This is an optimization exercise on Yosys and OpenROAD, whose aim is small area, a short achievable clock period and few clock cycles per item, not a production implementation.
In this exercise RTL edits were held to simulation tests only and were not proved equivalent to the original.
Power figures rest on the tool's default switching activity, not on a simulated workload.

## design/flow/design.v

```verilog
`timescale 1ns/1ps
module pollings_control_s_axi (
    input  wire        ACLK,
    input  wire        ARESET,
    input  wire [5:0]  AWADDR,
    input  wire        AWVALID,
    output wire        AWREADY,
    input  wire [31:0] WDATA,
    input  wire [3:0]  WSTRB,
    input  wire        WVALID,
    output wire        WREADY,
    output wire [1:0]  BRESP,
    output wire        BVALID,
    input  wire        BREADY,
    input  wire [5:0]  ARADDR,
    input  wire        ARVALID,
    output wire        ARREADY,
    output wire [31:0] RDATA,
    output wire [1:0]  RRESP,
    output wire        RVALID,
    input  wire        RREADY,
    output wire        interrupt,
    output wire [63:0] in_img,
    output wire [63:0] max_pool,
    output wire [63:0] min_pool,
    output wire [63:0] avg_pool,
    output wire        ap_start,
    input  wire        ap_done,
    input  wire        ap_ready,
    input  wire        ap_idle
);
localparam
    ADDR_AP_CTRL         = 6'h00,
    ADDR_GIE             = 6'h04,
    ADDR_IER             = 6'h08,
    ADDR_ISR             = 6'h0c,
    ADDR_IN_IMG_DATA_0   = 6'h10,
    ADDR_IN_IMG_DATA_1   = 6'h14,
    ADDR_MAX_POOL_DATA_0 = 6'h1c,
    ADDR_MAX_POOL_DATA_1 = 6'h20,
    ADDR_MIN_POOL_DATA_0 = 6'h28,
    ADDR_MIN_POOL_DATA_1 = 6'h2c,
    ADDR_AVG_POOL_DATA_0 = 6'h34,
    ADDR_AVG_POOL_DATA_1 = 6'h38;
reg        wst_idle, wst_data, wst_resp;
reg  [5:0] waddr;
wire       aw_hs = AWVALID & wst_idle;
wire       w_hs  = WVALID & wst_data;
assign AWREADY = wst_idle;
assign WREADY  = wst_data;
assign BVALID  = wst_resp;
assign BRESP   = 2'b00;
always @(posedge ACLK) begin
    if (ARESET) begin
        wst_idle <= 1'b0;    
        wst_data <= 1'b0;
        wst_resp <= 1'b0;
    end else begin
        wst_idle <= (wst_idle & ~AWVALID) | (wst_resp & BREADY) | (~wst_idle & ~wst_data & ~wst_resp);
        wst_data <= (wst_idle & AWVALID) | (wst_data & ~WVALID);
        wst_resp <= (wst_data & WVALID) | (wst_resp & ~BREADY);
    end
end
always @(posedge ACLK) if (aw_hs) waddr <= {AWADDR[5:2], 2'b00};
reg        rst_idle, rst_data;
reg [31:0] rdata;
wire       ar_hs = ARVALID & rst_idle;
assign ARREADY = rst_idle;
assign RVALID  = rst_data;
assign RDATA   = rdata;
assign RRESP   = 2'b00;
always @(posedge ACLK) begin
    if (ARESET) begin
        rst_idle <= 1'b0;
        rst_data <= 1'b0;
    end else begin
        rst_idle <= (rst_idle & ~ARVALID) | (rst_data & RREADY) | (~rst_idle & ~rst_data);
        rst_data <= (rst_idle & ARVALID) | (rst_data & ~RREADY);
    end
end
reg        int_ap_idle, int_ap_ready, int_task_ap_done, int_ap_start, int_interrupt;
reg        int_auto_restart, auto_restart_status, int_gie;
reg  [1:0] int_ier, int_isr;
reg [63:0] int_in_img, int_max_pool, int_min_pool, int_avg_pool;
wire [5:0] raddr = ARADDR;
always @(posedge ACLK) begin
    if (ar_hs) begin
        case (raddr)
            ADDR_AP_CTRL:         rdata <= {22'd0, int_interrupt, 1'b0, int_auto_restart, 3'd0,
                                            int_ap_ready, int_ap_idle, int_task_ap_done, int_ap_start};
            ADDR_GIE:             rdata <= {31'd0, int_gie};
            ADDR_IER:             rdata <= {30'd0, int_ier};
            ADDR_ISR:             rdata <= {30'd0, int_isr};
            ADDR_IN_IMG_DATA_0:   rdata <= int_in_img[31:0];
            ADDR_IN_IMG_DATA_1:   rdata <= int_in_img[63:32];
            ADDR_MAX_POOL_DATA_0: rdata <= int_max_pool[31:0];
            ADDR_MAX_POOL_DATA_1: rdata <= int_max_pool[63:32];
            ADDR_MIN_POOL_DATA_0: rdata <= int_min_pool[31:0];
            ADDR_MIN_POOL_DATA_1: rdata <= int_min_pool[63:32];
            ADDR_AVG_POOL_DATA_0: rdata <= int_avg_pool[31:0];
            ADDR_AVG_POOL_DATA_1: rdata <= int_avg_pool[63:32];
            default:              rdata <= 32'd0;
        endcase
    end
end
wire auto_restart_done = auto_restart_status & ap_idle & ~int_ap_idle;
wire task_ap_done      = (ap_done & ~auto_restart_status) | auto_restart_done;
wire task_ap_ready     = ap_ready & ~int_auto_restart;
wire ctrl_rd           = ar_hs && raddr == ADDR_AP_CTRL;
wire wr_ctrl           = w_hs && waddr == ADDR_AP_CTRL && WSTRB[0];
wire wr_gie            = w_hs && waddr == ADDR_GIE && WSTRB[0];
wire wr_ier            = w_hs && waddr == ADDR_IER && WSTRB[0];
wire wr_isr            = w_hs && waddr == ADDR_ISR && WSTRB[0];
assign interrupt = int_interrupt;
assign ap_start  = int_ap_start;
assign in_img    = int_in_img;
assign max_pool  = int_max_pool;
assign min_pool  = int_min_pool;
assign avg_pool  = int_avg_pool;
always @(posedge ACLK) begin
    if (ARESET) begin
        int_interrupt       <= 1'b0;
        int_ap_start        <= 1'b0;
        int_task_ap_done    <= 1'b0;
        int_ap_idle         <= 1'b0;
        int_ap_ready        <= 1'b0;
        int_auto_restart    <= 1'b0;
        auto_restart_status <= 1'b0;
        int_gie             <= 1'b0;
        int_ier             <= 2'b0;
        int_isr             <= 2'b0;
    end else begin
        int_interrupt <= int_gie & (|int_isr);
        if (w_hs && waddr == ADDR_AP_CTRL && WSTRB[0] && WDATA[0])
            int_ap_start <= 1'b1;
        else if (ap_ready)
            int_ap_start <= int_auto_restart;
        if (task_ap_done)
            int_task_ap_done <= 1'b1;
        else if (ctrl_rd)
            int_task_ap_done <= 1'b0;
        int_ap_idle <= ap_idle;
        if (task_ap_ready)
            int_ap_ready <= 1'b1;
        else if (ctrl_rd)
            int_ap_ready <= 1'b0;
        if (wr_ctrl)
            int_auto_restart <= WDATA[7];
        if (int_auto_restart)
            auto_restart_status <= 1'b1;
        else if (ap_idle)
            auto_restart_status <= 1'b0;
        if (wr_gie)
            int_gie <= WDATA[0];
        if (wr_ier)
            int_ier <= WDATA[1:0];
        if (int_ier[0] & ap_done)
            int_isr[0] <= 1'b1;
        else if (wr_isr)
            int_isr[0] <= int_isr[0] ^ WDATA[0];
        if (int_ier[1] & ap_ready)
            int_isr[1] <= 1'b1;
        else if (wr_isr)
            int_isr[1] <= int_isr[1] ^ WDATA[1];
    end
end
wire [31:0] wd0 = WDATA & {32{~ARESET}};
reg  [7:0]  wsel;
always @(*) begin
    wsel[0] = waddr == ADDR_IN_IMG_DATA_0;
    wsel[1] = waddr == ADDR_IN_IMG_DATA_1;
    wsel[2] = waddr == ADDR_MAX_POOL_DATA_0;
    wsel[3] = waddr == ADDR_MAX_POOL_DATA_1;
    wsel[4] = waddr == ADDR_MIN_POOL_DATA_0;
    wsel[5] = waddr == ADDR_MIN_POOL_DATA_1;
    wsel[6] = waddr == ADDR_AVG_POOL_DATA_0;
    wsel[7] = waddr == ADDR_AVG_POOL_DATA_1;
end
genvar b;
generate
    for (b = 0; b < 4; b = b + 1) begin : lane
        wire we = w_hs & WSTRB[b];
        always @(posedge ACLK) begin
            if (ARESET | (we & wsel[0])) int_in_img[8*b +: 8]       <= wd0[8*b +: 8];
            if (ARESET | (we & wsel[1])) int_in_img[32+8*b +: 8]    <= wd0[8*b +: 8];
            if (ARESET | (we & wsel[2])) int_max_pool[8*b +: 8]     <= wd0[8*b +: 8];
            if (ARESET | (we & wsel[3])) int_max_pool[32+8*b +: 8]  <= wd0[8*b +: 8];
            if (ARESET | (we & wsel[4])) int_min_pool[8*b +: 8]     <= wd0[8*b +: 8];
            if (ARESET | (we & wsel[5])) int_min_pool[32+8*b +: 8]  <= wd0[8*b +: 8];
            if (ARESET | (we & wsel[6])) int_avg_pool[8*b +: 8]     <= wd0[8*b +: 8];
            if (ARESET | (we & wsel[7])) int_avg_pool[32+8*b +: 8]  <= wd0[8*b +: 8];
        end
    end
endgenerate
endmodule
`timescale 1 ns / 1 ps 
module pollings (
        ap_clk,
        ap_rst_n,
        m_axi_gmem_AWVALID,
        m_axi_gmem_AWREADY,
        m_axi_gmem_AWADDR,
        m_axi_gmem_AWID,
        m_axi_gmem_AWLEN,
        m_axi_gmem_AWSIZE,
        m_axi_gmem_AWBURST,
        m_axi_gmem_AWLOCK,
        m_axi_gmem_AWCACHE,
        m_axi_gmem_AWPROT,
        m_axi_gmem_AWQOS,
        m_axi_gmem_AWREGION,
        m_axi_gmem_AWUSER,
        m_axi_gmem_WVALID,
        m_axi_gmem_WREADY,
        m_axi_gmem_WDATA,
        m_axi_gmem_WSTRB,
        m_axi_gmem_WLAST,
        m_axi_gmem_WID,
        m_axi_gmem_WUSER,
        m_axi_gmem_ARVALID,
        m_axi_gmem_ARREADY,
        m_axi_gmem_ARADDR,
        m_axi_gmem_ARID,
        m_axi_gmem_ARLEN,
        m_axi_gmem_ARSIZE,
        m_axi_gmem_ARBURST,
        m_axi_gmem_ARLOCK,
        m_axi_gmem_ARCACHE,
        m_axi_gmem_ARPROT,
        m_axi_gmem_ARQOS,
        m_axi_gmem_ARREGION,
        m_axi_gmem_ARUSER,
        m_axi_gmem_RVALID,
        m_axi_gmem_RREADY,
        m_axi_gmem_RDATA,
        m_axi_gmem_RLAST,
        m_axi_gmem_RID,
        m_axi_gmem_RUSER,
        m_axi_gmem_RRESP,
        m_axi_gmem_BVALID,
        m_axi_gmem_BREADY,
        m_axi_gmem_BRESP,
        m_axi_gmem_BID,
        m_axi_gmem_BUSER,
        s_axi_control_AWVALID,
        s_axi_control_AWREADY,
        s_axi_control_AWADDR,
        s_axi_control_WVALID,
        s_axi_control_WREADY,
        s_axi_control_WDATA,
        s_axi_control_WSTRB,
        s_axi_control_ARVALID,
        s_axi_control_ARREADY,
        s_axi_control_ARADDR,
        s_axi_control_RVALID,
        s_axi_control_RREADY,
        s_axi_control_RDATA,
        s_axi_control_RRESP,
        s_axi_control_BVALID,
        s_axi_control_BREADY,
        s_axi_control_BRESP,
        interrupt
);
parameter    ap_ST_fsm_pp0_stage0 = 4'd1;
parameter    ap_ST_fsm_pp0_stage1 = 4'd2;
parameter    ap_ST_fsm_pp0_stage2 = 4'd4;
parameter    ap_ST_fsm_pp0_stage3 = 4'd8;
parameter    C_S_AXI_CONTROL_DATA_WIDTH = 32;
parameter    C_S_AXI_CONTROL_ADDR_WIDTH = 6;
parameter    C_S_AXI_DATA_WIDTH = 32;
parameter    C_M_AXI_GMEM_ID_WIDTH = 1;
parameter    C_M_AXI_GMEM_ADDR_WIDTH = 64;
parameter    C_M_AXI_GMEM_DATA_WIDTH = 32;
parameter    C_M_AXI_GMEM_AWUSER_WIDTH = 1;
parameter    C_M_AXI_GMEM_ARUSER_WIDTH = 1;
parameter    C_M_AXI_GMEM_WUSER_WIDTH = 1;
parameter    C_M_AXI_GMEM_RUSER_WIDTH = 1;
parameter    C_M_AXI_GMEM_BUSER_WIDTH = 1;
parameter    C_M_AXI_GMEM_USER_VALUE = 0;
parameter    C_M_AXI_GMEM_PROT_VALUE = 0;
parameter    C_M_AXI_GMEM_CACHE_VALUE = 3;
parameter    C_M_AXI_DATA_WIDTH = 32;
parameter C_S_AXI_CONTROL_WSTRB_WIDTH = (32 / 8);
parameter C_S_AXI_WSTRB_WIDTH = (32 / 8);
parameter C_M_AXI_GMEM_WSTRB_WIDTH = (32 / 8);
parameter C_M_AXI_WSTRB_WIDTH = (32 / 8);
input   ap_clk;
input   ap_rst_n;
output   m_axi_gmem_AWVALID;
input   m_axi_gmem_AWREADY;
output  [C_M_AXI_GMEM_ADDR_WIDTH - 1:0] m_axi_gmem_AWADDR;
output  [C_M_AXI_GMEM_ID_WIDTH - 1:0] m_axi_gmem_AWID;
output  [7:0] m_axi_gmem_AWLEN;
output  [2:0] m_axi_gmem_AWSIZE;
output  [1:0] m_axi_gmem_AWBURST;
output  [1:0] m_axi_gmem_AWLOCK;
output  [3:0] m_axi_gmem_AWCACHE;
output  [2:0] m_axi_gmem_AWPROT;
output  [3:0] m_axi_gmem_AWQOS;
output  [3:0] m_axi_gmem_AWREGION;
output  [C_M_AXI_GMEM_AWUSER_WIDTH - 1:0] m_axi_gmem_AWUSER;
output   m_axi_gmem_WVALID;
input   m_axi_gmem_WREADY;
output  [C_M_AXI_GMEM_DATA_WIDTH - 1:0] m_axi_gmem_WDATA;
output  [C_M_AXI_GMEM_WSTRB_WIDTH - 1:0] m_axi_gmem_WSTRB;
output   m_axi_gmem_WLAST;
output  [C_M_AXI_GMEM_ID_WIDTH - 1:0] m_axi_gmem_WID;
output  [C_M_AXI_GMEM_WUSER_WIDTH - 1:0] m_axi_gmem_WUSER;
output   m_axi_gmem_ARVALID;
input   m_axi_gmem_ARREADY;
output  [C_M_AXI_GMEM_ADDR_WIDTH - 1:0] m_axi_gmem_ARADDR;
output  [C_M_AXI_GMEM_ID_WIDTH - 1:0] m_axi_gmem_ARID;
output  [7:0] m_axi_gmem_ARLEN;
output  [2:0] m_axi_gmem_ARSIZE;
output  [1:0] m_axi_gmem_ARBURST;
output  [1:0] m_axi_gmem_ARLOCK;
output  [3:0] m_axi_gmem_ARCACHE;
output  [2:0] m_axi_gmem_ARPROT;
output  [3:0] m_axi_gmem_ARQOS;
output  [3:0] m_axi_gmem_ARREGION;
output  [C_M_AXI_GMEM_ARUSER_WIDTH - 1:0] m_axi_gmem_ARUSER;
input   m_axi_gmem_RVALID;
output   m_axi_gmem_RREADY;
input  [C_M_AXI_GMEM_DATA_WIDTH - 1:0] m_axi_gmem_RDATA;
input   m_axi_gmem_RLAST;
input  [C_M_AXI_GMEM_ID_WIDTH - 1:0] m_axi_gmem_RID;
input  [C_M_AXI_GMEM_RUSER_WIDTH - 1:0] m_axi_gmem_RUSER;
input  [1:0] m_axi_gmem_RRESP;
input   m_axi_gmem_BVALID;
output   m_axi_gmem_BREADY;
input  [1:0] m_axi_gmem_BRESP;
input  [C_M_AXI_GMEM_ID_WIDTH - 1:0] m_axi_gmem_BID;
input  [C_M_AXI_GMEM_BUSER_WIDTH - 1:0] m_axi_gmem_BUSER;
input   s_axi_control_AWVALID;
output   s_axi_control_AWREADY;
input  [C_S_AXI_CONTROL_ADDR_WIDTH - 1:0] s_axi_control_AWADDR;
input   s_axi_control_WVALID;
output   s_axi_control_WREADY;
input  [C_S_AXI_CONTROL_DATA_WIDTH - 1:0] s_axi_control_WDATA;
input  [C_S_AXI_CONTROL_WSTRB_WIDTH - 1:0] s_axi_control_WSTRB;
input   s_axi_control_ARVALID;
output   s_axi_control_ARREADY;
input  [C_S_AXI_CONTROL_ADDR_WIDTH - 1:0] s_axi_control_ARADDR;
output   s_axi_control_RVALID;
input   s_axi_control_RREADY;
output  [C_S_AXI_CONTROL_DATA_WIDTH - 1:0] s_axi_control_RDATA;
output  [1:0] s_axi_control_RRESP;
output   s_axi_control_BVALID;
input   s_axi_control_BREADY;
output  [1:0] s_axi_control_BRESP;
output   interrupt;
wire        rst = ~ap_rst_n;
wire [63:0] in_img, max_pool, min_pool, avg_pool;
wire        ap_start;
reg         ap_done;
wire        ap_ready = ap_done;
wire        ap_idle;
pollings_control_s_axi control_s_axi_U (
    .ACLK(ap_clk),
    .ARESET(rst),
    .AWADDR(s_axi_control_AWADDR),
    .AWVALID(s_axi_control_AWVALID),
    .AWREADY(s_axi_control_AWREADY),
    .WDATA(s_axi_control_WDATA),
    .WSTRB(s_axi_control_WSTRB),
    .WVALID(s_axi_control_WVALID),
    .WREADY(s_axi_control_WREADY),
    .BRESP(s_axi_control_BRESP),
    .BVALID(s_axi_control_BVALID),
    .BREADY(s_axi_control_BREADY),
    .ARADDR(s_axi_control_ARADDR),
    .ARVALID(s_axi_control_ARVALID),
    .ARREADY(s_axi_control_ARREADY),
    .RDATA(s_axi_control_RDATA),
    .RRESP(s_axi_control_RRESP),
    .RVALID(s_axi_control_RVALID),
    .RREADY(s_axi_control_RREADY),
    .interrupt(interrupt),
    .in_img(in_img),
    .max_pool(max_pool),
    .min_pool(min_pool),
    .avg_pool(avg_pool),
    .ap_start(ap_start),
    .ap_done(ap_done),
    .ap_ready(ap_ready),
    .ap_idle(ap_idle)
);
assign m_axi_gmem_AWID     = 1'b0;
assign m_axi_gmem_AWLEN    = 8'd0;
assign m_axi_gmem_AWSIZE   = 3'd2;
assign m_axi_gmem_AWBURST  = 2'd1;
assign m_axi_gmem_AWLOCK   = 2'd0;
assign m_axi_gmem_AWCACHE  = 4'd3;
assign m_axi_gmem_AWPROT   = 3'd0;
assign m_axi_gmem_AWQOS    = 4'd0;
assign m_axi_gmem_AWREGION = 4'd0;
assign m_axi_gmem_AWUSER   = 1'b0;
assign m_axi_gmem_WSTRB    = 4'hf;
assign m_axi_gmem_WLAST    = 1'b1;
assign m_axi_gmem_WID      = 1'b0;
assign m_axi_gmem_WUSER    = 1'b0;
assign m_axi_gmem_ARID     = 1'b0;
assign m_axi_gmem_ARLEN    = 8'd0;
assign m_axi_gmem_ARSIZE   = 3'd2;
assign m_axi_gmem_ARBURST  = 2'd1;
assign m_axi_gmem_ARLOCK   = 2'd0;
assign m_axi_gmem_ARCACHE  = 4'd3;
assign m_axi_gmem_ARPROT   = 3'd0;
assign m_axi_gmem_ARQOS    = 4'd0;
assign m_axi_gmem_ARREGION = 4'd0;
assign m_axi_gmem_ARUSER   = 1'b0;
assign m_axi_gmem_BREADY   = 1'b1;
reg        busy;
wire       start = ap_start & ~busy;
assign     ap_idle = ~busy & ~ap_start;
reg        arvalid;
reg [63:0] araddr;
reg  [9:0] ar_n;
wire       ar_hs = arvalid & m_axi_gmem_ARREADY;
wire [11:0] ar_off = {ar_n[9:5], ar_n[0], ar_n[4:2], ar_n[1], 2'b00};
assign m_axi_gmem_ARVALID = arvalid;
assign m_axi_gmem_ARADDR  = {araddr[63:2], 2'b00};    
always @(posedge ap_clk) begin
    if (rst) begin
        arvalid <= 1'b0;
        ar_n    <= 10'd0;
    end else if (start | ar_hs) begin
        arvalid <= start | (|ar_n);
        if (start | (|ar_n)) ar_n <= ar_n + 10'd1;
    end
end
always @(posedge ap_clk) if (start | ar_hs) araddr <= in_img + {52'd0, ar_off};
reg        awvalid;
reg [63:0] awaddr;
reg  [2:0] aw_nq;
reg  [7:0] aw_ng;
wire       aw_hs = awvalid & m_axi_gmem_AWREADY;
wire       aw_wrap = aw_nq[0] & (aw_ng == 8'd0);
wire [63:0] aw_base = ({64{aw_nq[0]}} & max_pool) | ({64{aw_nq[1]}} & min_pool) | ({64{aw_nq[2]}} & avg_pool);
assign m_axi_gmem_AWVALID = awvalid;
assign m_axi_gmem_AWADDR  = {awaddr[63:2], 2'b00};
always @(posedge ap_clk) begin
    if (rst) begin
        awvalid <= 1'b0;
        aw_nq   <= 3'b001;
        aw_ng   <= 8'd0;
    end else if (start | aw_hs) begin
        awvalid <= start | ~aw_wrap;
        if (start | ~aw_wrap) begin
            aw_nq <= {aw_nq[1:0], aw_nq[2]};
            if (aw_nq[2]) aw_ng <= aw_ng + 8'd1;
        end
    end
end
always @(posedge ap_clk) if (start | aw_hs) awaddr <= aw_base + {54'd0, aw_ng, 2'b00};
reg        rready;
reg  [1:0] r_ph;             
reg [31:0] top;              
reg [47:0] part;             
reg [31:0] wd;               
reg [63:0] hold;             
reg  [1:0] wcnt;
reg        wvalid;
wire       r_hs = rready & m_axi_gmem_RVALID;
wire       w_hs = wvalid & m_axi_gmem_WREADY;
wire       load = r_hs & (r_ph == 2'd3);
assign m_axi_gmem_RREADY = rready;
assign m_axi_gmem_WVALID = wvalid;
assign m_axi_gmem_WDATA  = wd;
function [47:0] pool2;
    input [31:0] t;
    input [31:0] d;
    integer p;
    reg [7:0] a, b, c, e, mxt, mnt, mxb, mnb;
    reg [9:0] s;
    begin
        for (p = 0; p < 2; p = p + 1) begin
            a = t[16*p +: 8]; b = t[16*p+8 +: 8];
            c = d[16*p +: 8]; e = d[16*p+8 +: 8];
            mxt = (a > b) ? a : b;  mnt = (a > b) ? b : a;
            mxb = (c > e) ? c : e;  mnb = (c > e) ? e : c;
            s = {2'b00, a} + {2'b00, b} + {2'b00, c} + {2'b00, e};
            pool2[8*p +: 8]      = (mxt > mxb) ? mxt : mxb;
            pool2[16 + 8*p +: 8] = (mnt < mnb) ? mnt : mnb;
            pool2[32 + 8*p +: 8] = s[9:2];
        end
    end
endfunction
wire [47:0] pooled = pool2(top, m_axi_gmem_RDATA);
wire [1:0]  r_ph_n = r_ph + {1'b0, r_hs};
wire [1:0]  wcnt_n = load ? 2'd3 : wcnt - {1'b0, w_hs};
always @(posedge ap_clk) begin
    if (rst) begin
        rready <= 1'b0;
        r_ph   <= 2'd0;
        wcnt   <= 2'd0;
        wvalid <= 1'b0;
    end else begin
        r_ph   <= start ? 2'd0 : r_ph_n;
        wcnt   <= wcnt_n;
        wvalid <= wcnt_n != 2'd0;
        rready <= (busy | start) & ((r_ph_n != 2'd3) | (wcnt_n == 2'd0));
    end
end
always @(posedge ap_clk) begin
    if (r_hs & ~r_ph[0]) top <= m_axi_gmem_RDATA;
    if (r_hs & (r_ph == 2'd1)) part <= pooled;
    if (load) begin
        wd   <= {pooled[15:0], part[15:0]};
        hold <= {pooled[47:32], part[47:32], pooled[31:16], part[31:16]};
    end else if (w_hs) begin
        wd          <= hold[31:0];
        hold[31:0]  <= hold[63:32];
    end
end
reg  [9:0] bcnt;             
reg        last_b;           
wire       b_hs = m_axi_gmem_BVALID;
always @(*) ap_done = busy & last_b & b_hs;
always @(posedge ap_clk) begin
    if (rst) begin
        busy   <= 1'b0;
        bcnt   <= 10'd0;
        last_b <= 1'b0;
    end else if (start) begin
        busy   <= 1'b1;
        bcnt   <= 10'd0;
        last_b <= 1'b0;
    end else if (busy & b_hs) begin
        bcnt   <= bcnt + 10'd1;
        last_b <= bcnt == 10'd766;
        if (last_b) busy <= 1'b0;
    end
end
endmodule
```

## design/flow/flow/run.sh

```bash
#!/bin/bash
# Standard synthesis, then the standard layout steps with repair_timing aiming
# at a larger setup margin (each make run's full output in its own log here).
set -euo pipefail
MARGIN=$(cat flow/margin.txt)
bash standard.sh synth > synth.log 2>&1
bash standard.sh SETUP_SLACK_MARGIN=$MARGIN finish > layout.log 2>&1
```

## design/flow/flow/margin.txt

```
7
```

## design/flow/standard.sh

```bash
#!/bin/bash
# synth_recipe.tcl (not shown) runs the flow's synth.tcl, then flattens the netlist and writes it again
# the make line also repeats each setting of config.mk as NAME=value (left out here)
make -C /OpenROAD-flow-scripts/flow DESIGN_CONFIG=/design/flow/config.mk WORK_HOME=/design/flow/orfs CLKGATE_MAP_FILE= SYNTH_SCRIPT=/design/flow/synth_recipe.tcl "${@:-finish}"
```

## design/flow/config.mk

```make
export PLATFORM = sky130hd
export DESIGN_NAME = pollings
export DESIGN_NICKNAME = pollings
export VERILOG_FILES = /design/flow/design.v
export SDC_FILE = /design/flow/constraint.sdc
export NUM_CORES = 4
export LEC_CHECK = 0
export CAP_MARGIN = 20
export CORE_MARGIN = 2
export CORE_UTILIZATION = 60
export SLEW_MARGIN = 20
```

## design/flow/constraint.sdc

```tcl
create_clock -name core_clock -period 10.0 [get_ports {ap_clk}]
set_input_delay 2.0000 -clock core_clock [delete_from_list [all_inputs] [get_ports {ap_clk}]]
set_output_delay 2.0000 -clock core_clock [all_outputs]
set_load 0.01 [all_outputs]
```

==> results of run 1 <==
-- report_power, final --
part / internal (mW) / total, mW / switching (mW)
Clock: 1.42 / 2.49 / 1.07
Combinational: 0.379 / 0.820 / 0.441
Sequential: 3.08 / 3.14 / 0.0625
-- kinds of logic after synthesis --
| logic type | after synthesis | share of synthesized area, % |
|---|---|---|
| multiplexers | 124 | 4.15 |
| other | 2 | 0.0242 |
| flip-flops | 650 | 60.9 |
| AND/OR/NAND/NOR | 686 | 10.9 |
| AO/OA/AOI/OAI | 386 | 8.92 |
| buffers and inverters | 271 | 4.43 |
| XOR/XNOR | 154 | 4.34 |
| adder cells (fa/ha/maj) | 137 | 6.34 |
-- metal layers --
layer / part of all wire (%) / track usage [%]
met5: 0.059 / 0.827
met4: 6.7 / 18.7
met3: 12 / 8.88
met2: 48 / 59.1
met1: 33 / 43.3
-- metrics by stage --
stage / instances / utilization, %
2_1_floorplan: 2488 / -
3_3_place_gp: 3302 / 68.6
3_5_place_dp: 3302 / 68.6
4_1_cts: 3629 / 79.1
5_1_grt: 3744 / 82.8
6_report: 3745 / 82.8
-- state kept, by name, indices dropped and copies added, names as in the netlist, 32 cells and up --
name	flops
top	32
control_s_axi_U.int_max_pool	64
awaddr	62
hold	64
control_s_axi_U.int_min_pool	64
wd	32
control_s_axi_U.int_in_img	64
control_s_axi_U.rdata	32
araddr	62
part	48
control_s_axi_U.int_avg_pool	64
-- worst max-delay path, delay by kind of cell --
kind / cells / cell delay, ns
AND/OR/NAND/NOR: 4 / 0.48
AO/OA/AOI/OAI: 7 / 1.46
multiplexers: 1 / 0.25
adder cells (fa/ha/maj): 2 / 0.41
buffers and inverters: 5 / 0.73
-- worst max-delay path by stage --
stage / slack, ns / cells past startpoint / startpoint / end
after global routing: 4.85 / 20 / m_axi_gmem_RDATA[9] / wd[16]
after floorplan: 4.64 / 17 / m_axi_gmem_RDATA[25] / hold[25]
final: 5.03 / 19 / m_axi_gmem_RDATA[9] / hold[22]
after detailed placement: 3.12 / 17 / m_axi_gmem_RDATA[25] / hold[31]
after global placement: 3.29 / 17 / m_axi_gmem_RDATA[25] / hold[31]
after CTS: 5.14 / 17 / m_axi_gmem_RDATA[7] / hold[22]
-- area by class of cell --
cell class | count | area (um^2) | area share (%)
Clock inverter | 35 | 278 | 0.654
Antenna cell | 1 | 2.50 | 0.00589
Timing Repair inverter | 2 | 23.8 | 0.0559
Sequential cell | 650 | 19000 | 44.7
Timing Repair Buffer | 614 | 6050 | 14.2
Multi-Input combinational cell | 1580 | 14000 | 33.0
Clock buffer | 85 | 1850 | 4.35
Inverter | 98 | 445 | 1.05
Tap cell | 680 | 851 | 2.00
-- cells in the mapped netlist, types with 11 or more instances --
cell type	number
inv_1	98
clkbuf_1	67
a21oi_1	51
and2_1	68
mux2i_1	84
nand3_1	82
nand4_1	27
nor2_1	80
ha_1	103
nor3_1	20
xor2_1	45
dfxtp_1	58
nor4_1	13
xnor2_1	109
a21o_1	25
mux2_2	40
fa_1	34
nor2b_1	22
nand2b_1	16
o21ai_0	113
buf_4	89
buf_1	11
a222oi_1	88
and3_1	34
a221oi_1	33
edfxtp_1	592
a21boi_0	18
nand2_1	276
-- timing repair --
action | 4_1_cts | 5_1_grt
hold buffers | 0 | 0
hold endpoints to repair | 0 | 0
resized for setup | 1423 | 199
pin swaps | 142 | 110
setup buffers | 175 | 100
cloned | 32 | 12
endpoints found under the setup margin | 1097 | 708
==> impl_results.md, run 1 <==
- Die width: 232 um
- Post-synth EDFFs: roughly 600
- Antenna viol nets, final: 0
- Critical Setup Path Class: input pin to flip-flop
- Leakage: approximately 17 nW
- Min cycle time layout: between 4 and 5 ns
- R2R depth: 18
- Post-route cell area: 0.0425 mm^2
- Critical Path Fanout Max: 7
- DRC: 0
- Core area: a little over 0.05 mm^2
- Commonest non-fill, non-tap cell in the layout: edfxtp_1
- YS warnings: 2
- Final setup fails: 0
- Die height: between 200 and 250 um
- Status: complete, but fails checks
- Area Growth Syn to Fin: 36.7%
- Initial Util: 60.6%
- Skew final: 0.0241 ns
- CP arrival: ~5.3 ns
- Synth Flop Type: edfxtp_1
- Fillers: around 2.6k
- Hold wc startpoint: part[35]
- Failing Checks: max-slew violations
- Critical path's largest stage delay: 0.44 ns
- Initial antenna violation count: 8
- FFs w/ async S/R, synth: 0%
- Max Cap Viol: 0
- Nets: about 3.3k
- Largest net degree at the start of global routing: 68
- Clock sink count: 650
- FF-to-FF End: wd[16]
- Slowest-stage cell, CP: a2111o_1
- Final hold viol count: 0
- Port bufs: about 290
- Post-route setup TNS: 0 ns
- RSZ-0062 raised after global routing: yes
- Area after DPL: about 0.035 mm^2
- Number of global-route vias before repair: around 23k
- GPL Wtd Cong: between 0.9 and 1
- Setup Slack @ Placement: between 3 and 4 ns
- Cell variety after synth: 69
- Worst hold path class: flip-flop to flip-flop
- Startpoint Class: input pin
- Critical path endpoint category: flip-flop
- Grt ovf: 0
- Register area share after synthesis: around three fifths
- Max_slew headroom: -5.62%
- Via-per-instance ratio: about 6.4
- Synth Area per Inst: roughly 13 um^2
- Crit path cell chain: buf_12 > inv_12 > ha_4 > nor2b_1 > o211ai_1 > buf_4 > a21oi_4 > o31ai_4 > buf_6 > nor2_1 > a21oi_4 > ha_4 > a2111o_1 > nor2_2 > o211ai_1 > buf_4 > a21o_1 > and2_4 > mux2_2
- Final period utilization: between 40% and 50%
- FP Rows: 83
- PwrDens: around 150 mW/mm^2
- Clk Tree Root Cell: clkbuf_16
- Max-slew violations: 4
- Flop2flop setup slack: ~5.3 ns
- Hold Path Depth: 0
- Clock transition at path regs: ~0.060 ns
- WP data required: 10.37 ns
- Routed vias: 23.9k
- Drt total wl: around 110000 um
- H-tree depth: 3
- Synthesized instance count: between 2k and 2.5k
- Setup WS post-layout: around 5.0 ns
- Most frequent cells in the layout: edfxtp_1, nand2_1, buf_2, buf_4, buf_6
- F_max: 201 MHz
- End of the worst hold path: hold[35]
- Top cell type by total area after synthesis: edfxtp_1
- GRT Total Usage: between 30% and 40%
- Inserted Clock Buffers: 69
- Worst-Skew Late Latency: about 0.63 ns
- Share of layout cells above drive strength 1: a little over a third
- CTS tree: done
- Max IR drop VDD: 143 uV
- Top cells by area, synth: edfxtp_1, ha_1, dfxtp_1, nand2_1, xnor2_1
- R2r startpoint: top[1]
- First-pass DRT Iterations: 10
- Initial DRC count: approximately 3.4k
- First-pass GRT wire length: roughly 140000 um
- Worst-margin pin slew: approximately 1.6 ns
- Wire per inst: approximately 28 um
- Top cell type's share of synthesized area: 57.2%
- Register bit total from synthesis: between 600 and 700
- DP Wirelength: roughly 56000 um
- Clock buffer depth: 3
- Die area: approximately 0.054 mm^2
- Power, Total: 6.45 mW
- I/O pin count: approximately 380
- Mapped Area: between 0.03 and 0.04 mm^2
- Hold Worst Slack: roughly 0.42 ns
Testbench counts, summed over its fixed seeds: cycles 12,984, images 12.
==> run 2: changes to the inputs <==
--- a/design/flow/design.v
+++ b/design/flow/design.v
@@ -456,8 +456,11 @@
 reg        rready;
+reg [31:0] rreg;             
+reg        rv;               
 reg  [1:0] r_ph;             
+reg  [1:0] c_ph;             
 reg [31:0] top;              
-reg [47:0] part;             
+reg [15:0] part_mx;          
 reg [31:0] wd;               
 reg [63:0] hold;             
-reg  [1:0] wcnt;
+reg  [1:0] wcnt;             
 reg        wvalid;
@@ -465,3 +468,7 @@
 wire       w_hs = wvalid & m_axi_gmem_WREADY;
-wire       load = r_hs & (r_ph == 2'd3);
+wire       b0   = rv & (c_ph == 2'd1);
+wire       b1   = rv & (c_ph == 2'd3);
+wire       b0_go = b0 & (wcnt != 2'd3);      
+wire       load  = b1 & (wcnt == 2'd0);
+wire       stall = (b0 & ~b0_go) | (b1 & ~load);
 assign m_axi_gmem_RREADY = rready;
@@ -469,2 +476,14 @@
 assign m_axi_gmem_WDATA  = wd;
+function [31:0] pairs;
+    input [31:0] t;
+    integer p;
+    reg [7:0] a, b;
+    begin
+        for (p = 0; p < 2; p = p + 1) begin
+            a = t[16*p +: 8]; b = t[16*p+8 +: 8];
+            pairs[16*p +: 8]   = (a > b) ? a : b;
+            pairs[16*p+8 +: 8] = (a > b) ? b : a;
+        end
+    end
+endfunction
 function [47:0] pool2;
@@ -473,3 +492,4 @@
     integer p;
-    reg [7:0] a, b, c, e, mxt, mnt, mxb, mnb;
+    reg [7:0] mx, mn, c, e;
+    reg       ce;
     reg [9:0] s;
@@ -477,9 +497,8 @@
         for (p = 0; p < 2; p = p + 1) begin
-            a = t[16*p +: 8]; b = t[16*p+8 +: 8];
-            c = d[16*p +: 8]; e = d[16*p+8 +: 8];
-            mxt = (a > b) ? a : b;  mnt = (a > b) ? b : a;
-            mxb = (c > e) ? c : e;  mnb = (c > e) ? e : c;
-            s = {2'b00, a} + {2'b00, b} + {2'b00, c} + {2'b00, e};
-            pool2[8*p +: 8]      = (mxt > mxb) ? mxt : mxb;
-            pool2[16 + 8*p +: 8] = (mnt < mnb) ? mnt : mnb;
+            mx = t[16*p +: 8]; mn = t[16*p+8 +: 8];
+            c = d[16*p +: 8];  e = d[16*p+8 +: 8];
+            ce = c >= e;
+            s = {2'b00, mx} + {2'b00, mn} + {2'b00, c} + {2'b00, e};
+            pool2[8*p +: 8]      = (mx >= c && mx >= e) ? mx : (ce ? c : e);
+            pool2[16 + 8*p +: 8] = (mn <= c && mn <= e) ? mn : (ce ? e : c);
             pool2[32 + 8*p +: 8] = s[9:2];
@@ -488,5 +507,7 @@
 endfunction
-wire [47:0] pooled = pool2(top, m_axi_gmem_RDATA);
-wire [1:0]  r_ph_n = r_ph + {1'b0, r_hs};
-wire [1:0]  wcnt_n = load ? 2'd3 : wcnt - {1'b0, w_hs};
+wire [47:0] pooled = pool2(top, rreg);
+wire       rv_n    = r_hs | stall;
+wire [1:0] wcnt_n  = load ? 2'd3 : wcnt - {1'b0, w_hs};
+wire [1:0] ph_n    = r_hs ? r_ph : c_ph;
+wire       may_stall = rv_n & (((ph_n == 2'd3) & (wcnt_n != 2'd0)) | ((ph_n == 2'd1) & (wcnt_n == 2'd3)));
 always @(posedge ap_clk) begin
@@ -494,3 +515,5 @@
         rready <= 1'b0;
+        rv     <= 1'b0;
         r_ph   <= 2'd0;
+        c_ph   <= 2'd0;
         wcnt   <= 2'd0;
@@ -498,6 +521,13 @@
     end else begin
-        r_ph   <= start ? 2'd0 : r_ph_n;
+        rv     <= rv_n;
+        if (r_hs) begin
+            r_ph <= r_ph + 2'd1;
+            c_ph <= r_ph;
+        end
         wcnt   <= wcnt_n;
         wvalid <= wcnt_n != 2'd0;
-        rready <= (busy | start) & ((r_ph_n != 2'd3) | (wcnt_n == 2'd0));
+        rready <= busy & ~may_stall;
+        if (start) begin
+            r_ph <= 2'd0;
+        end
     end
@@ -505,11 +535,19 @@
 always @(posedge ap_clk) begin
-    if (r_hs & ~r_ph[0]) top <= m_axi_gmem_RDATA;
-    if (r_hs & (r_ph == 2'd1)) part <= pooled;
-    if (load) begin
-        wd   <= {pooled[15:0], part[15:0]};
-        hold <= {pooled[47:32], part[47:32], pooled[31:16], part[31:16]};
-    end else if (w_hs) begin
-        wd          <= hold[31:0];
-        hold[31:0]  <= hold[63:32];
-    end
+    if (r_hs) rreg <= m_axi_gmem_RDATA;
+    if (rv & ~c_ph[0]) top <= pairs(rreg);
+    if (b0_go) part_mx <= pooled[15:0];
+    if (load)
+        wd <= {pooled[15:0], part_mx};
+    else if (w_hs)
+        wd <= hold[31:0];
+    if (load)
+        hold[31:0] <= {pooled[31:16], hold[63:48]};
+    else if (w_hs)
+        hold[31:0] <= hold[63:32];
+    if (load)
+        hold[63:48] <= pooled[47:32];
+    else if (b0_go)
+        hold[63:48] <= pooled[31:16];
+    if (b0_go)
+        hold[47:32] <= pooled[47:32];
 end
==> design/flow/flow/margin.txt (replaced) <==
6.7
--- a/design/flow/config.mk
+++ b/design/flow/config.mk
@@ -10,2 +10,5 @@
 export CORE_UTILIZATION = 60
+export CTS_BUF_LIST = sky130_fd_sc_hd__clkbuf_16
+export CTS_CLUSTER_DIAMETER = 80
+export CTS_CLUSTER_SIZE = 22
 export SLEW_MARGIN = 20
==> run 2 against run 1 <==
First-iteration DRC count decreased by 15%. Global-route usage decreased by 3.8 points. Highest routed layer unchanged. Clock skew decreased by 0.0055 ns. Largest cell class unchanged. Utilization decreased by 10 points. Now clean on timing, DRC and antenna. Clock power decreased by 37%. Wire length decreased by 16%. Combinational power decreased by 63%. Critical endpoint is now hold[54]. Non-clock buffer count decreased by 184. Area after synthesis increased by 1.7%. Critical path depth decreased by 7. Via count decreased by 6.7%. Hold slack improved by 0.071 ns.
==> impl_results.md, run 2 <==
- Max IR drop VDD: 176 uV (was 143 uV)
- Most frequent CP cell: o21a_1
- Most common cell in the netlist: edfxtp_1 (unchanged)
- F_max: 285 MHz (was 201 MHz)
- Skew final: 0.0186 ns (was 0.0241 ns)
- Register area share after synthesis: 60.1% (was 60.9%)
- Startpoint Class: flip-flop (was input pin)
- GPL Wtd Cong: 0.923 (was 0.912)
- FFs w/ async S/R, synth: 0% (unchanged)
- Initial antenna violation count: 10 (was 8)
- Clock transition at path regs: 0.09 ns (was 0.06 ns)
- Largest net degree at the start of global routing: 74 (was 68)
- Max_slew headroom: 20.0% (was -5.62%)
- Synth top cells by count: edfxtp_1, nand2_1, inv_1 (was edfxtp_1, nand2_1, o21ai_0)
- Critical path endpoint category: flip-flop (unchanged)
- Hold Worst Slack: 0.490 ns (was 0.419 ns)
- Synth Flop Type: edfxtp_1 (unchanged)
- WP data required: 10.34 ns (was 10.37 ns)
- FP Rows: 84 (was 83)
- Final hold viol count: 0 (unchanged)
- Top cells by area, synth: edfxtp_1, ha_1, dfxtp_1, xnor2_1, nand2_1 (was edfxtp_1, ha_1, dfxtp_1, nand2_1, xnor2_1)
- Critical path's largest stage delay: 0.55 ns (was 0.44 ns)
- Post-synth EDFFs: 592 (unchanged)
- Leakage: 14.5 nW (was 16.6 nW)
- I/O pin count: 379 (unchanged)
- Die width: 234 um (was 232 um)
- Cell family with most CP delay: adder cells (was compound AO/OA/AOI/OAI gates)
- Antenna viol nets, final: 0 (unchanged)
- Max Cap Viol: 0 (unchanged)
- Inserted Clock Buffers: 37 (was 69)
- Final setup fails: 0 (unchanged)
- Clock sink count: 653 (was 650)
- H-tree depth: 2 (was 3)
- Register bit total from synthesis: 653 (was 650)
- GRT Total Usage: 31.9% (was 35.7%)
- DP Wirelength: 57600 um (was 55500 um)
- Setup Slack @ Placement: 5.21 ns (was 3.12 ns)
- RSZ-0062 raised after global routing: yes (unchanged)
- Top cell type's share of synthesized area: 56.3% (was 57.2%)
- Die area: 0.0545 mm^2 (was 0.0536 mm^2)
- PwrDens: 132 mW/mm^2 (was 152 mW/mm^2)
- Routed vias: 22.3k (was 23.9k)
- CTS tree: done (unchanged)
- Initial DRC count: 2860 (was 3354)
- Synthesized instance count: 2461 (was 2410)
- Fin util: 72.8% (was 82.8%)
- Critical Setup Path Class: flip-flop to flip-flop (was input pin to flip-flop)
- Max-slew violations: 0 (was 4)
- Initial Util: 60.4% (was 60.6%)
- Clock buffer depth: 3 (unchanged)
- Final period utilization: 35.1% (was 49.7%)
- Worst hold path class: flip-flop to flip-flop (unchanged)
- DRC: 0 (unchanged)
- Worst-Skew Late Latency: 0.58 ns (was 0.63 ns)
- Setup WS post-layout: 6.49 ns (was 5.03 ns)
- Nets: 3093 (was 3253)
- Mapped Area: 0.0316 mm^2 (was 0.0311 mm^2)
- Top cell type by total area after synthesis: edfxtp_1 (unchanged)
- Core area: 0.0523 mm^2 (was 0.0513 mm^2)
- Commonest non-fill, non-tap cell in the layout: edfxtp_1 (unchanged)
- Share of layout cells above drive strength 1: 16.0% (was 35.8%)
- Number of global-route vias before repair: 21.4k (was 22.9k)
- Slowest-stage cell, CP: fa_1 (was a2111o_1)
- Most frequent cells in the layout: edfxtp_1, nand2_1, dlygate4sd2_1, inv_1, ha_1 (was edfxtp_1, nand2_1, buf_2, buf_4, buf_6)
- CP arrival: 3.85 ns (was 5.33 ns)
- Wire per inst: 25.2 um (was 28.3 um)
- Area Growth Syn to Fin: 20.5% (was 36.7%)
- Clk Tree Root Cell: clkbuf_16 (unchanged)
- Critical Path Fanout Max: 2 (was 7)
- WP buf/inv: 2 (was 5)
- Synth Area per Inst: 12.8 um^2 (was 12.9 um^2)
- Die height: 234 um (was 232 um)
- Crit path cell chain: inv_2 > fa_1 > fa_1 > inv_1 > ha_1 > and4b_1 > o21a_1 > o21a_1 > o21a_1 > o41ai_2 > xnor2_1 > mux2_2 (was buf_12 > inv_12 > ha_4 > nor2b_1 > o211ai_1 > buf_4 > a21oi_4 > o31ai_4 > buf_6 > nor2_1 > a21oi_4 > ha_4 > a2111o_1 > nor2_2 > o211ai_1 > buf_4 > a21o_1 > and2_4 > mux2_2)
- Min cycle time layout: 3.51 ns (was 4.97 ns)
- Grt ovf: 0 (unchanged)
- YS warnings: 2 (unchanged)
- Port bufs: 287 (unchanged)
- Status: finished clean (was complete, but fails checks)
- Cell variety after synth: 76 (was 69)
- First-pass DRT Iterations: 9 (was 10)
- Via-per-instance ratio: 6.27 (was 6.38)
- First-pass GRT wire length: 129000 um (was 141000 um)
- Drt total wl: 89400 um (was 106000 um)
- Worst-margin pin slew: 1.20 ns (was 1.58 ns)
- Post-route setup TNS: 0 ns (unchanged)
-- run 2: cell count changes after synthesis, moves of 22 or more --
cell      previous run  this run
a22oi_1              8        67
a222oi_1            88        63
inv_1               98       125
and2_1              68        39
nor2_1              80       102
nor3_1              20        45
a22o_1               0        26
nand2_1            276       212
-- run 2: routing by layer --
metal | track usage (%) | up-vias | wire [um]
met5 | 0 | - | 42
met4 | 12.6 | 6 | 3810
met3 | 6.99 | 237 | 9420
met2 | 53.9 | 1258 | 44000
met1 | 40.1 | 10900 | 32000
li1 | - | 9868 | -
-- run 2: layout make-up --
class                      count  area (um^2)
sequential                   653        19000
fill                        3568        14300
multi-input combinational   1590        12500
timing repair buffer         430         4130
clock buffer                  38          951
tap                          688          861
inverter                     126          477
clock inverter                20          111
antenna                        7         17.5
timing repair inverter         1         7.51
-- run 2: power breakdown --
group          internal [mW]  switching, mW  total [mW]
Sequential              3.07         0.0633        3.13
Clock                  0.701          0.883        1.58
Combinational          0.119          0.184       0.303
-- run 2: cell families (layout without fill, tap and decap cells) --
family / count (synthesis) / count (layout) / synth area share [%]
XOR/XNOR: 153 / 153 / 4.24
AO/OA/AOI/OAI: 433 / 433 / 9.72
multiplexers: 112 / 112 / 3.70
adder cells (fa/ha/maj): 155 / 155 / 6.93
buffers and inverters: 300 / 615 / 4.66
other: 2 / 87 / 0.0238
flip-flops: 653 / 653 / 60.1
AND/OR/NAND/NOR: 653 / 657 / 10.6
-- run 2: final timing paths --
kind	depth (start not counted)	to	slack, ns	from
max	12	hold[54]	6.49	top[10]
min	2	control_s_axi_U.int_ier[1]	0.49	control_s_axi_U.int_ier[1]
max reg2reg	12	hold[54]	6.49	top[10]
min reg2reg	2	control_s_axi_U.int_ier[1]	0.49	control_s_axi_U.int_ier[1]
-- run 2: worst min-delay path, delay by kind of cell, from the launching register on --
family	cells	cell delay, ns
flops	1	0.33
simple gates	1	0.06
compound gates	1	0.06
-- run 2: what timing repair did --
item / 4_1_cts / 5_1_grt
setup buffers: 53 / 50
hold buffers: 0 / 0
resized for setup: 400 / 170
setup endpoints to repair: 554 / 339
pin swaps: 27 / 57
gates cloned: 10 / 2
-- run 2: stage by stage --
stage / total power, mW / cells / instance area (um^2)
global placement: 3.46 / 3373 / 35100
CTS: 5.00 / 3494 / 37000
finish: 5.02 / 3553 / 38100
global route: 5.15 / 3550 / 38100
detailed placement: 3.46 / 3373 / 35100
floorplan: 3.33 / 2539 / 32200
Testbench counts of run 2, summed over its fixed seeds: cycles 12,996, images 12.
==> run 3: changes to the inputs <==
--- a/design/flow/config.mk
+++ b/design/flow/config.mk
@@ -11,4 +11,4 @@
 export CTS_BUF_LIST = sky130_fd_sc_hd__clkbuf_16
-export CTS_CLUSTER_DIAMETER = 80
-export CTS_CLUSTER_SIZE = 22
+export CTS_CLUSTER_DIAMETER = 100
+export CTS_CLUSTER_SIZE = 30
 export SLEW_MARGIN = 20
==> run 3 against run 2 <==
Die area unchanged. Non-clock buffer count down 10. Sequential power about the same. Clock skew up 0.016 ns. Still clean. Worst setup slack worse by 0.019 ns. Utilization down 0.76 points. Fmax down 0.53%. Highest routed layer unchanged. Critical path depth unchanged.
==> impl_results.md, run 3 <==
- Most frequent cells in the layout: edfxtp_1, nand2_1, inv_1, clkdlybuf4s15_1, ha_1 (was edfxtp_1, nand2_1, dlygate4sd2_1, inv_1, ha_1)
- Largest net degree at the start of global routing: 74 (unchanged)
- Post-synth EDFFs: 592 (unchanged)
- Skew final: 0.0349 ns (was 0.0186 ns)
- Hold Worst Slack: 0.492 ns (was 0.490 ns)
- I/O pin count: 379 (unchanged)
- Register bit total from synthesis: 653 (unchanged)
- PwrDens: 126 mW/mm^2 (was 132 mW/mm^2)
- Wire per inst: 25.4 um (was 25.2 um)
- Startpoint Class: flip-flop (unchanged)
- RSZ-0062 raised after global routing: yes (unchanged)
- Non-filler cells, final: 3532 (was 3553)
- Fillers: 3584 (was 3568)
- Register area share after synthesis: 60.1% (unchanged)
- Grt ovf: 0 (unchanged)
- Synthesized instance count: 2461 (unchanged)
- Post-route setup TNS: 0 ns (unchanged)
- Die area: 0.0545 mm^2 (unchanged)
- Clock transition at path regs: 0.12 ns (was 0.09 ns)
- Synth top cells by count: edfxtp_1, nand2_1, inv_1 (unchanged)
- Share of layout cells above drive strength 1: 16.4% (was 16.0%)
- FFs w/ async S/R, synth: 0% (unchanged)
- Max Cap Viol: 0 (unchanged)
- Synth Flop Type: edfxtp_1 (unchanged)
- Critical Path Fanout Max: 2 (unchanged)
- CTS tree: done (unchanged)
- DRC: 0 (unchanged)
- Met2 Track Usage GR: 54.5% (was 53.9%)
- H-tree depth: 1 (was 2)
- Min cycle time layout: 3.52 ns (was 3.51 ns)
- Initial Util: 60.4% (unchanged)
- Antenna viol nets, final: 0 (unchanged)
- Nets: 3072 (was 3093)
- CP arrival: 3.89 ns (was 3.85 ns)
- Commonest non-fill, non-tap cell in the layout: edfxtp_1 (unchanged)
- Setup Slack @ Placement: 5.21 ns (unchanged)
- Crit path cell chain: inv_2 > fa_1 > fa_1 > inv_1 > ha_1 > and4b_1 > o21a_1 > o21a_1 > o21a_1 > o41ai_2 > xnor2_1 > mux2_2 (unchanged)
- Fin util: 72.0% (was 72.8%)
- GRT Total Usage: 32.0% (was 31.9%)
- YS warnings: 2 (unchanged)
- Clock sink count: 653 (unchanged)
- Critical Setup Path Class: flip-flop to flip-flop (unchanged)
- GR Layer Usage met1: 40.6% (was 40.1%)
- First-pass DRT Iterations: 7 (was 9)
- WP data required: 10.36 ns (was 10.34 ns)
- Die height: 234 um (unchanged)
- Cell variety after synth: 76 (unchanged)
- Port bufs: 287 (unchanged)
- Max_slew headroom: 15.5% (was 20.0%)
- Routed vias: 22.1k (was 22.3k)
- Critical path's largest stage delay: 0.54 ns (was 0.55 ns)
- Top cells by area, synth: edfxtp_1, ha_1, dfxtp_1, xnor2_1, nand2_1 (unchanged)
- Final hold viol count: 0 (unchanged)
- Initial DRC count: 2588 (was 2860)
- Initial antenna violation count: 10 (unchanged)
- DP Wirelength: 57600 um (unchanged)
- Most common cell in the netlist: edfxtp_1 (unchanged)
- Drt total wl: 89800 um (was 89400 um)
- Flop2flop setup slack: 6.48 ns (was 6.49 ns)
- Clock buffer depth: 3 (unchanged)
- Clk Tree Root Cell: clkbuf_16 (unchanged)
- Status: finished clean (unchanged)
- Final setup fails: 0 (unchanged)
- Inserted Clock Buffers: 25 (was 37)
- Number of global-route vias before repair: 21.5k (was 21.4k)
- Worst-Skew Late Latency: 0.63 ns (was 0.58 ns)
- Global route hottest layer: met2 (unchanged)
- M3 GR Usage: 6.04% (was 6.99%)
- Most frequent CP cell: o21a_1 (unchanged)
- Core area: 0.0523 mm^2 (unchanged)
- F_max: 284 MHz (was 285 MHz)
- Max IR drop VDD: 116 uV (was 176 uV)
- Final period utilization: 35.2% (was 35.1%)
- Inst Count DP: 3373 (unchanged)
- Leakage: 14.3 nW (was 14.5 nW)
- Area Growth Syn to Fin: 19.2% (was 20.5%)
- Max-slew violations: 0 (unchanged)
- Worst-margin pin slew: 1.27 ns (was 1.20 ns)
- First-pass GRT wire length: 130000 um (was 129000 um)
- GPL Wtd Cong: 0.923 (unchanged)
- Synth Area per Inst: 12.8 um^2 (unchanged)
- Mapped Area: 0.0316 mm^2 (unchanged)
- FP Rows: 84 (unchanged)
- WP buf/inv: 2 (unchanged)
- Critical path endpoint category: flip-flop (unchanged)
- Worst hold path class: flip-flop to flip-flop (unchanged)
- Setup WS post-layout: 6.48 ns (was 6.49 ns)
- Via-per-instance ratio: 6.26 (was 6.27)
- Top cell type's share of synthesized area: 56.3% (unchanged)
- Die width: 234 um (unchanged)
- Cell family with most CP delay: adder cells (unchanged)
- Slowest-stage cell, CP: fa_1 (unchanged)
- Top cell type by total area after synthesis: edfxtp_1 (unchanged)
-- run 3: changes by cell type in the layout (fill, tap and decap cells not counted), moves of 12 or more --
cell             before  now
dlygate4sd2_1       127   20
clkbuf_2              8   25
buf_4               101   89
buf_2                25   41
clkdlybuf4s15_1      40  115
clkbuf_16            40   27
-- run 3: what timing repair did --
item | CTS | global route
endpoints found under the setup margin | 521 | 454
cloned | 11 | 3
setup buffers | 68 | 24
hold buffers | 0 | 0
pin swaps | 35 | 53
resized for setup | 521 | 207
-- run 3: worst min-delay path: stages, from the launching register on --
cell and delay, ns:
dfxtp_2 0.35, nand3_1 0.06, a21oi_1 0.06
-- run 3: final timing paths --
kind                              start       end  depth (start not counted)
worst max-delay path            top[10]  hold[54]                         12
worst min-delay path            arvalid   arvalid                          2
worst max register to register  top[10]  hold[54]                         12
worst min register to register  arvalid   arvalid                          2
-- run 3: layer usage --
metal / wire [um] / vias up
met5: 38 / -
met4: 4130 / 6
met3: 8830 / 245
met2: 44200 / 1246
met1: 32600 / 10800
li1: - / 9808
-- run 3: final cells by class --
class / instances / area, um^2 / share of cell area [%]
multi-input combinational: 1591 / 12500 / 33.2
timing repair inverter: 1 / 7.51 / 0.0199
clock inverter: 21 / 115 / 0.305
timing repair buffer: 420 / 4050 / 10.7
clock buffer: 25 / 626 / 1.66
tap: 688 / 861 / 2.28
inverter: 126 / 477 / 1.27
sequential: 653 / 19000 / 50.5
antenna: 7 / 17.5 / 0.0465
-- run 3: cell families after synthesis --
kind of cell,share of synthesized area (%)
flops,60.1
simple gates,10.6
compound gates,9.72
buf+inv,4.66
fa+ha+maj,6.93
xor+xnor,4.24
mux,3.70
other cells,0.0238
-- run 3: metrics by stage --
stage,power [mW],area [um^2]
after detailed placement,3.46,35100
final,4.74,37700
after floorplan,3.33,32200
after global placement,3.46,35100
after CTS,4.73,37000
after global routing,4.86,37700
-- run 3: power by group --
group	internal, mW	switching, mW	total, mW
clock	0.491	0.818	1.31
sequential	3.07	0.0625	3.13
combinational	0.117	0.185	0.302
total	3.67	1.07	4.74
==> run 4: changes to the inputs <==
--- a/design/flow/config.mk
+++ b/design/flow/config.mk
@@ -10,5 +10,2 @@
 export CORE_UTILIZATION = 60
-export CTS_BUF_LIST = sky130_fd_sc_hd__clkbuf_16
-export CTS_CLUSTER_DIAMETER = 100
-export CTS_CLUSTER_SIZE = 30
 export SLEW_MARGIN = 20
==> run 4 against run 3 <==
Still clean on timing, DRC and antenna. First-iteration DRC count up 3.8%. Hold slack worse by 0.017 ns. Non-clock buffer count down 1. Critical endpoint is now awaddr[40]. Largest power group unchanged.
==> impl_results.md, run 4 <==
- DRC: 0 (unchanged)
- Post-route setup TNS: 0 ns (unchanged)
- Antenna viol nets, final: 0 (unchanged)
- Drt total wl: 91200 um (was 89800 um)
- Net Switching: 1.28 mW (was 1.07 mW)
- Area after DPL: 0.0351 mm^2 (unchanged)
- Port bufs: 287 (unchanged)
- Crit path cell chain: buf_16 > a222oi_1 > inv_1 > ha_4 > inv_2 > fa_2 > inv_2 > a21oi_4 > o22ai_4 > o41a_4 > nand3b_4 > buf_12 > nor3_2 > xnor2_1 (was inv_2 > fa_1 > fa_1 > inv_1 > ha_1 > and4b_1 > o21a_1 > o21a_1 > o21a_1 > o41ai_2 > xnor2_1 > mux2_2)
- Die area: 0.0545 mm^2 (unchanged)
- H-tree depth: 3 (was 1)
- WP buf/inv: 5 (was 2)
- Max_slew headroom: 7.41% (was 15.5%)
- WP data required: 10.30 ns (was 10.36 ns)
- Clock buffer depth: 3 (unchanged)
- Final period utilization: 35.2% (about the same)
- Flop pwr share: 53.2% (was 66.0%)
- Die width: 234 um (unchanged)
- Area Growth Syn to Fin: 23.8% (was 19.2%)
- Internal: 4.62 mW (was 3.67 mW)
- Final hold viol count: 0 (unchanged)
- RSZ-0062 raised after global routing: yes (unchanged)
- Commonest non-fill, non-tap cell in the layout: edfxtp_1 (unchanged)
- Setup WS post-layout: 6.48 ns (about the same)
- Number of global-route vias before repair: 22.0k (was 21.5k)
- Power share of the combinational group: 5.2% (was 6.4%)
- Synth top cells by count: edfxtp_1, nand2_1, inv_1 (unchanged)
- GPL Wtd Cong: 0.923 (unchanged)
- Register area share after synthesis: 60.1% (unchanged)
- Top cells by area, synth: edfxtp_1, ha_1, dfxtp_1, xnor2_1, nand2_1 (unchanged)
- Core area: 0.0523 mm^2 (unchanged)
- YS warnings: 2 (unchanged)
- PwrDens: 151 mW/mm^2 (was 126 mW/mm^2)
- First-pass GRT wire length: 131000 um (was 130000 um)
- Post-synth EDFFs: 592 (unchanged)
- CTS tree: done (unchanged)
- FP Rows: 84 (unchanged)
- Inserted Clock Buffers: 67 (was 25)
- Most common cell in the netlist: edfxtp_1 (unchanged)
- Routed vias: 22.6k (was 22.1k)
- F_max: 284 MHz (about the same)
- Initial antenna violation count: 10 (unchanged)
- Leakage: 15.0 nW (was 14.3 nW)
- Clock share of power: 41.6% (was 27.6%)
- Initial Util: 60.4% (unchanged)
- Grt ovf: 0 (unchanged)
- Critical Setup Path Class: flip-flop to flip-flop (unchanged)
- Mapped Area: 0.0316 mm^2 (unchanged)
- Most frequent CP cell: inv_2 (was o21a_1)
- Fin util: 74.8% (was 72.0%)
- Skew final: 0.0253 ns (was 0.0349 ns)
- Clock transition at path regs: 0.06 ns (was 0.12 ns)
- Top cell type by total area after synthesis: edfxtp_1 (unchanged)
- Clk Tree Root Cell: clkbuf_16 (unchanged)
- I/O pin count: 379 (unchanged)
- GRT Total Usage: 32.6% (was 32.0%)
- Most frequent cells in the layout: edfxtp_1, nand2_1, ha_1, inv_1, dlygate4sd2_1 (was edfxtp_1, nand2_1, inv_1, clkdlybuf4s15_1, ha_1)
- Max IR drop VDD: 139 uV (was 116 uV)
- Final setup fails: 0 (unchanged)
- Register bit total from synthesis: 653 (unchanged)
- Worst hold path class: flip-flop to flip-flop (unchanged)
- Max-slew violations: 0 (unchanged)
- Clock sink count: 653 (unchanged)
- Share of layout cells above drive strength 1: 17.1% (was 16.4%)
- Largest net degree at the start of global routing: 74 (unchanged)
- Cell family with most CP delay: compound AO/OA/AOI/OAI gates (was adder cells)
- First-pass DRT Iterations: 7 (unchanged)
- Top cell type's share of synthesized area: 56.3% (unchanged)
- Post-route cell area: 0.0391 mm^2 (was 0.0377 mm^2)
- Fillers: 3421 (was 3584)
- Die height: 234 um (unchanged)
- Hold buffers post-CTS: 0 (unchanged)
- Setup Slack @ Placement: 5.21 ns (unchanged)
- CP arrival: 3.82 ns (was 3.89 ns)
- Wire per inst: 25.3 um (was 25.4 um)
- Critical path's largest stage delay: 0.63 ns (was 0.54 ns)
- Via-per-instance ratio: 6.28 (was 6.26)
- Initial DRC count: 2686 (was 2588)
- Sw frac: 21.6% (was 22.5%)
- Critical Path Fanout Max: 8 (was 2)
- Synthesized instance count: 2461 (unchanged)
- FFs w/ async S/R, synth: 0% (unchanged)
- Slowest-stage cell, CP: a222oi_1 (was fa_1)
- Cell variety after synth: 76 (unchanged)
- Status: finished clean (unchanged)
- Nets: 3113 (was 3072)
- Worst-margin pin slew: 1.39 ns (was 1.27 ns)
- Worst-Skew Late Latency: 0.60 ns (was 0.63 ns)
- Synth Area per Inst: 12.8 um^2 (unchanged)
- Max Cap Viol: 0 (unchanged)
- Synth Flop Type: edfxtp_1 (unchanged)
- Min cycle time layout: 3.52 ns (about the same)
- DP Wirelength: 57600 um (unchanged)
- Startpoint Class: flip-flop (unchanged)
- Critical path endpoint category: flip-flop (unchanged)
[run 4: repair_timing]
item / 4_1_cts / 5_1_grt
hold endpoints to repair: 0 / 0
resized for setup: 431 / 180
pin swaps: 33 / 57
gates cloned: 10 / 2
setup endpoints to repair: 546 / 382
setup buffers: 63 / 30
[run 4: metal layers]
layer,up-vias,wire length [um],global-route usage (%)
li1,9940,-,-
met1,11000,32600,40.4
met2,1403,44200,54.4
met3,283,10100,8.24
met4,6,4260,14.2
met5,-,42,0
[run 4: power by group through the flow]
stage          Sequential (mW)  Clock (mW)  Combinational [mW]
3_5_place_dp              3.19           0               0.275
2_1_floorplan             3.17           0               0.160
3_3_place_gp              3.19           0               0.271
6_report                  3.13        2.45               0.307
5_1_grt                   3.14        2.58               0.325
4_1_cts                   3.13        2.48               0.288
[run 4: stage by stage]
step	hold slack, ns	total power [mW]	cells
floorplan	0.443	3.33	2539
global placement	0.464	3.46	3373
detailed placement	0.473	3.46	3373
CTS	0.480	5.89	3561
global route	0.497	6.04	3597
finish	0.476	5.90	3600
[run 4: final timing paths]
path	depth (start not counted)	slack, ns	start	endpoint
setup reg to reg	14	6.48	aw_nq[1]	awaddr[40]
setup / recovery	14	6.48	aw_nq[1]	awaddr[40]
hold reg to reg	1	0.48	control_s_axi_U.int_gie	control_s_axi_U.int_interrupt
hold / removal	1	0.48	control_s_axi_U.int_gie	control_s_axi_U.int_interrupt
[run 4: kinds of logic after synthesis]
group,Yosys count,share of synthesized area [%]
flops,653,60.1
simple gates,653,10.6
compound gates,433,9.72
buf+inv,300,4.66
fa+ha+maj,155,6.93
xor+xnor,153,4.24
mux,112,3.70
other cells,2,0.0238
[run 4: layout make-up]
cell class	count	area, um^2	share of cell area, %
diodes	7	17.5	0.0448
clock buffers	89	1850	4.74
clock inverters	26	253	0.646
inverters	126	477	1.22
multi-input cells	1591	12600	32.1
flip-flops and latches	653	19000	48.6
well taps	688	861	2.20
repair buffers	419	4070	10.4
repair inverters	1	7.51	0.0192

[port drivers added, routing unchanged]
In the flow no input, the clock included, has a driving cell. The finished layouts below were timed again as built, in two steps. Step 1 assumes that a clkbuf_16 drives the clock port and a buf_2 every other input. Step 2 adds t to the input delays and takes it off the output delays; t is the mean of the earliest and latest rising clock arrival at the registers after step 1. Input paths then give back, and output paths get back, about the clock's delay inside the block. a / b / c = ideal / step 1 / step 2; a / b = the first two.
| run | t (ns) | setup slack, ns | worst setup path at the end | clock arrival spread, ns | worst slew at a driven data input, ns |
|---|---|---|---|---|---|
| run 1 | 0.680 | 5.035 / 5.040 / 4.359 | input to register | 0.025 / 0.025 | 0.11 |
| run 2 | 0.636 | 6.494 / 6.494 / 6.075 | input to register | 0.020 / 0.020 | 0.09 |
| run 3 | 0.674 | 6.475 / 6.475 / 6.013 | input to register | 0.036 / 0.037 | 0.09 |
| run 4 | 0.651 | 6.483 / 6.483 / 6.081 | input to register | 0.026 / 0.025 | 0.09 |
The setup slack of run 1, which loses most, moves by +0.005 ns with the drivers and by -0.676 ns with both steps.
